From an optimization exercise on the open Yosys and OpenROAD flow, aimed at small area, a short achievable clock period and few clock cycles; shortcuts taken in it are not production practice.
No activity file was given, so power comes from the tool's default toggle rates.

==> module physics_engine, before the edit <==
module physics_engine #(
    parameter SCREEN_WIDTH = 320,
    parameter SCREEN_HEIGHT = 240
    ) (
    input  wire        clk,
    input  wire        resetn,
    input  wire        fire,
    input  wire [15:0] axi_Z_dist,
    input  wire [15:0] axi_arrow_vel,
    input  wire [7:0]  wind_x_in,
    input  wire [7:0]  wind_y_in,
    input  wire [8:0]  aim_x,
    input  wire [7:0]  aim_y,
    output wire        result_valid,
    output reg [8:0]   land_x,
    output reg [7:0]   land_y
);
    function [19:0] norm16;      
        input [15:0] x;
        reg   [15:0] y;
        reg   [3:0]  n;
        begin
            y = x; n = 4'd0;
            if (y[15:8] == 8'd0) begin y = {y[7:0], 8'd0};  n[3] = 1'b1; end
            if (y[15:12] == 4'd0) begin y = {y[11:0], 4'd0}; n[2] = 1'b1; end
            if (y[15:14] == 2'd0) begin y = {y[13:0], 2'd0}; n[1] = 1'b1; end
            if (y[15] == 1'b0)    begin y = {y[14:0], 1'b0}; n[0] = 1'b1; end
            norm16 = {n, y};
        end
    endfunction
    function [4:0] bitlen;
        input [16:0] x;
        integer i;
        begin
            bitlen = 5'd0;
            for (i = 0; i < 17; i = i + 1)
                if (x[i]) bitlen = i + 1;
        end
    endfunction
    wire [19:0] nz = norm16(axi_Z_dist);
    wire [19:0] nv = norm16(axi_arrow_vel);
    wire [5:0]  s  = 6'd8 + {2'b0, nv[19:16]} - {2'b0, nz[19:16]};
    wire [5:0]  s2 = 6'd6 + {2'b0, nv[19:16]} - {2'b0, nz[19:16]};
    wire        lt = nz[14:12] < nv[14:12];
    wire        skip = ~s[0] & lt;
    wire        zero_q = ~nv[15] | ~nz[15] | s[5] | (skip & s2[5]);
    reg         busy;        
    reg         fin;         
    reg  [3:0]  cnt;         
    reg  [16:0] t;
    reg         a;
    reg  [14:0] vn;          
    reg  [6:0]  wxm, wym;
    reg         wxn, wyn;
    reg  [8:0]  ax;
    reg  [7:0]  ay;
    reg  [16:0] accx;
    reg  [15:0] accy;
    reg         satx, saty;
    wire [16:0] t_nx;
    wire [16:0] accx_nx;
    wire [15:0] accy_nx;
    wire        satx_nx, saty_nx;
    iterative_divider core (
        .t_in(t), .a_in(a), .v({1'b1, vn}), .mask(cnt[3]), .wx(wxm), .wy(wym),
        .accx_in(accx), .satx_in(satx), .accy_in(accy), .saty_in(saty),
        .t_out(t_nx), .accx_out(accx_nx), .satx_out(satx_nx),
        .accy_out(accy_nx), .saty_out(saty_nx));
    wire [8:0] tx_in = wind_x_in[7] ? aim_x : SCREEN_WIDTH - aim_x;
    wire [8:0] ty_in = wind_y_in[7] ? {1'b0, aim_y} : SCREEN_HEIGHT - {1'b0, aim_y};
    wire d0x_in = (wind_x_in[6:0] == 7'd0) |
                  (wind_x_in[7] ? (aim_x == 9'd0) : (aim_x >= SCREEN_WIDTH));
    wire d0y_in = (wind_y_in[6:0] == 7'd0) |
                  (wind_y_in[7] ? (aim_y == 8'd0) : ({1'b0, aim_y} >= SCREEN_HEIGHT));
    reg  [3:0] jx, jy;
    reg        d0x, d0y;
    always @(posedge clk) begin
        if (fire) begin
            jx  <= bitlen({8'd0, tx_in}) ;
            jy  <= bitlen({8'd0, ty_in}) ;
            d0x <= d0x_in;
            d0y <= d0y_in;
        end
    end
    wire [5:0] fx = {2'b0, jx} + 6'd22 - {1'b0, cnt, 1'b0};
    wire [5:0] fy = {2'b0, jy} + 6'd22 - {1'b0, cnt, 1'b0};
    reg  [16:0] mkx;
    reg  [15:0] mky;
    integer i;
    always @* begin
        for (i = 0; i < 17; i = i + 1) mkx[i] = (fx <= i + 16);
        for (i = 0; i < 16; i = i + 1) mky[i] = (fy <= i + 16);
    end
    wire big_x = satx | (|(accx & mkx));
    wire big_y = saty | (|(accy & mky));
    wire det_x = d0x | big_x;
    wire det_y = d0y | big_y;
    reg  done;
    always @(posedge clk) begin
        if (!resetn)
            done <= 1'b0;
        else if (fire)
            done <= d0x_in & d0y_in;
        else
            done <= busy & ~done & det_x & det_y;
    end
    assign result_valid = fin | (busy & done);
    wire [10:0] qx = wxn ? {2'b0, ax} - {2'b0, accx[16:8]} : {2'b0, ax} + {2'b0, accx[16:8]};
    wire [9:0]  qy = wyn ? {2'b0, ay} - {2'b0, accy[15:8]} : {2'b0, ay} + {2'b0, accy[15:8]};
    wire x_lo = wxn & (satx | qx[10]);
    wire x_hi = ~x_lo & ((~wxn & satx) | qx >= SCREEN_WIDTH);
    wire y_lo = wyn & (saty | qy[9]);
    wire y_hi = ~y_lo & ((~wyn & saty) | qy >= SCREEN_HEIGHT);
    always @* begin
        land_x = x_lo ? 9'd0 : x_hi ? SCREEN_WIDTH - 1 : qx[8:0];
        land_y = y_lo ? 8'd0 : y_hi ? SCREEN_HEIGHT - 1 : qy[7:0];
    end
    always @(posedge clk) begin
        if (!resetn) begin
            busy <= 1'b0;
            fin  <= 1'b0;
        end else if (fire) begin
            busy <= ~zero_q;
            fin  <= zero_q;
        end else begin
            busy <= busy & ~done & (cnt != 4'd0);
            fin  <= busy & ~done & (cnt == 4'd0);
        end
    end
    always @(posedge clk) begin
        if (fire) begin
            vn   <= nv[14:0];
            wxm  <= wind_x_in[6:0];
            wym  <= wind_y_in[6:0];
            wxn  <= wind_x_in[7];
            wyn  <= wind_y_in[7];
            ax   <= aim_x;
            ay   <= aim_y;
        end
    end
    always @(posedge clk) begin
        if (fire) begin
            t    <= skip ? {nz[15:0], 1'b0} : s[0] ? {1'b0, nz[15:0]} : {2'b0, nz[15:1]};
            a    <= ~s[0] & ~lt & nz[0];
            cnt  <= skip ? s2[4:1] : s[4:1];
            accx <= 17'd0;
            accy <= 16'd0;
            satx <= 1'b0;
            saty <= 1'b0;
        end else begin
            t    <= t_nx;
            a    <= 1'b0;
            cnt  <= cnt - 4'd1;
            accx <= accx_nx;
            accy <= accy_nx;
            satx <= satx_nx | big_x;
            saty <= saty_nx | big_y;
        end
    end
endmodule
Settings: LEC_CHECK=0, ABC_CLOCK_PERIOD_IN_PS=3500, CAP_MARGIN=20, CORE_MARGIN=2, CORE_UTILIZATION=40, SETUP_SLACK_MARGIN=1.5, SLEW_MARGIN=20; clock period 6.0 ns.
run.sh (not shown) runs the stock make flow with config.mk's settings and CLKGATE_MAP_FILE= SYNTH_SCRIPT=/design/flow/synth_recipe.tcl, a recipe that flattens the netlist after the stock synthesis.
Edit:
--- a/flow/design.v
+++ b/flow/design.v
@@ -117,12 +117,9 @@
     endfunction
     wire [19:0] nz = norm16(axi_Z_dist);
     wire [19:0] nv = norm16(axi_arrow_vel);
     wire [5:0]  s  = 6'd8 + {2'b0, nv[19:16]} - {2'b0, nz[19:16]};
-    wire [5:0]  s2 = 6'd6 + {2'b0, nv[19:16]} - {2'b0, nz[19:16]};
-    wire        lt = nz[14:12] < nv[14:12];
-    wire        skip = ~s[0] & lt;
-    wire        zero_q = ~nv[15] | ~nz[15] | s[5] | (skip & s2[5]);
+    wire        zero_q = ~nv[15] | ~nz[15] | s[5];
     reg         busy;        
     reg         fin;         
     reg  [3:0]  cnt;         
     reg  [16:0] t;
@@ -159,37 +156,31 @@
             d0x <= d0x_in;
             d0y <= d0y_in;
         end
     end
-    wire [5:0] fx = {2'b0, jx} + 6'd22 - {1'b0, cnt, 1'b0};
-    wire [5:0] fy = {2'b0, jy} + 6'd22 - {1'b0, cnt, 1'b0};
+    wire signed [6:0] ex = $signed({3'b0, jx}) + 7'sd6 - $signed({2'b0, cnt, 1'b0});
+    wire signed [6:0] ey = $signed({3'b0, jy}) + 7'sd6 - $signed({2'b0, cnt, 1'b0});
     reg  [16:0] mkx;
     reg  [15:0] mky;
     integer i;
     always @* begin
-        for (i = 0; i < 17; i = i + 1) mkx[i] = (fx <= i + 16);
-        for (i = 0; i < 16; i = i + 1) mky[i] = (fy <= i + 16);
+        for (i = 0; i < 17; i = i + 1) mkx[i] = (ex <= i);
+        for (i = 0; i < 16; i = i + 1) mky[i] = (ey <= i);
     end
     wire big_x = satx | (|(accx & mkx));
     wire big_y = saty | (|(accy & mky));
     wire det_x = d0x | big_x;
     wire det_y = d0y | big_y;
-    reg  done;
-    always @(posedge clk) begin
-        if (!resetn)
-            done <= 1'b0;
-        else if (fire)
-            done <= d0x_in & d0y_in;
-        else
-            done <= busy & ~done & det_x & det_y;
-    end
-    assign result_valid = fin | (busy & done);
+    wire det   = det_x & det_y;
+    assign result_valid = fin | (busy & det);
     wire [10:0] qx = wxn ? {2'b0, ax} - {2'b0, accx[16:8]} : {2'b0, ax} + {2'b0, accx[16:8]};
     wire [9:0]  qy = wyn ? {2'b0, ay} - {2'b0, accy[15:8]} : {2'b0, ay} + {2'b0, accy[15:8]};
-    wire x_lo = wxn & (satx | qx[10]);
-    wire x_hi = ~x_lo & ((~wxn & satx) | qx >= SCREEN_WIDTH);
-    wire y_lo = wyn & (saty | qy[9]);
-    wire y_hi = ~y_lo & ((~wyn & saty) | qy >= SCREEN_HEIGHT);
+    wire fx = busy & big_x;
+    wire fy = busy & big_y;
+    wire x_lo = wxn & (satx | fx | qx[10]);
+    wire x_hi = ~x_lo & ((~wxn & (satx | fx)) | qx >= SCREEN_WIDTH);
+    wire y_lo = wyn & (saty | fy | qy[9]);
+    wire y_hi = ~y_lo & ((~wyn & (saty | fy)) | qy >= SCREEN_HEIGHT);
     always @* begin
         land_x = x_lo ? 9'd0 : x_hi ? SCREEN_WIDTH - 1 : qx[8:0];
         land_y = y_lo ? 8'd0 : y_hi ? SCREEN_HEIGHT - 1 : qy[7:0];
     end
@@ -200,10 +191,10 @@
         end else if (fire) begin
             busy <= ~zero_q;
             fin  <= zero_q;
         end else begin
-            busy <= busy & ~done & (cnt != 4'd0);
-            fin  <= busy & ~done & (cnt == 4'd0);
+            busy <= busy & ~det & (cnt != 4'd0);
+            fin  <= busy & ~det & (cnt == 4'd0);
         end
     end
     always @(posedge clk) begin
         if (fire) begin
@@ -217,11 +208,11 @@
         end
     end
     always @(posedge clk) begin
         if (fire) begin
-            t    <= skip ? {nz[15:0], 1'b0} : s[0] ? {1'b0, nz[15:0]} : {2'b0, nz[15:1]};
-            a    <= ~s[0] & ~lt & nz[0];
-            cnt  <= skip ? s2[4:1] : s[4:1];
+            t    <= s[0] ? {1'b0, nz[15:0]} : {2'b0, nz[15:1]};
+            a    <= ~s[0] & nz[0];
+            cnt  <= s[4:1];
             accx <= 17'd0;
             accy <= 16'd0;
             satx <= 1'b0;
             saty <= 1'b0;
@@ -230,9 +221,9 @@
             a    <= 1'b0;
             cnt  <= cnt - 4'd1;
             accx <= accx_nx;
             accy <= accy_nx;
-            satx <= satx_nx | big_x;
-            saty <= saty_nx | big_y;
+            satx <= satx_nx;
+            saty <= saty_nx;
         end
     end
 endmodule
=> Sequential share of layout area rises by 0.50 points. Die area falls by 3.9%. Count of clock-buffer cells in the layout falls by 7. Combinational power rises by about 2%. Critical path depth rises by 2.
Function was not checked in any run of this note: the RTL went through the layout flow alone.

## static timing again, ports no longer ideal
The results above use ideal ports. As a check the final layouts listed here were re-extracted and re-timed, cells and wires unchanged. Step 1: set_driving_cell puts a clkbuf_16 on clk and a buf_2 on each other input, an assumption about the parent block. Step 2 adds t to the input delays and takes it off the output delays; t is the mean of the earliest and latest rising clock arrival at the registers after step 1. Input paths then give back, and output paths get back, about the clock's delay inside the block. a / b / c = no drivers / after step 1 / after step 2; a / b = the first two.
run | t (ns) | setup slack, ns | pins driven straight from the clock port
the first run | 0.484 | 1.419 / 1.367 / 1.105 | 1
the second run | 0.472 | 1.016 / 0.966 / 1.260 | 1
After both steps setup and hold are still met in every run listed. The setup slack of the first run, which loses most, moves by -0.052 ns with the drivers and by -0.314 ns with both steps.
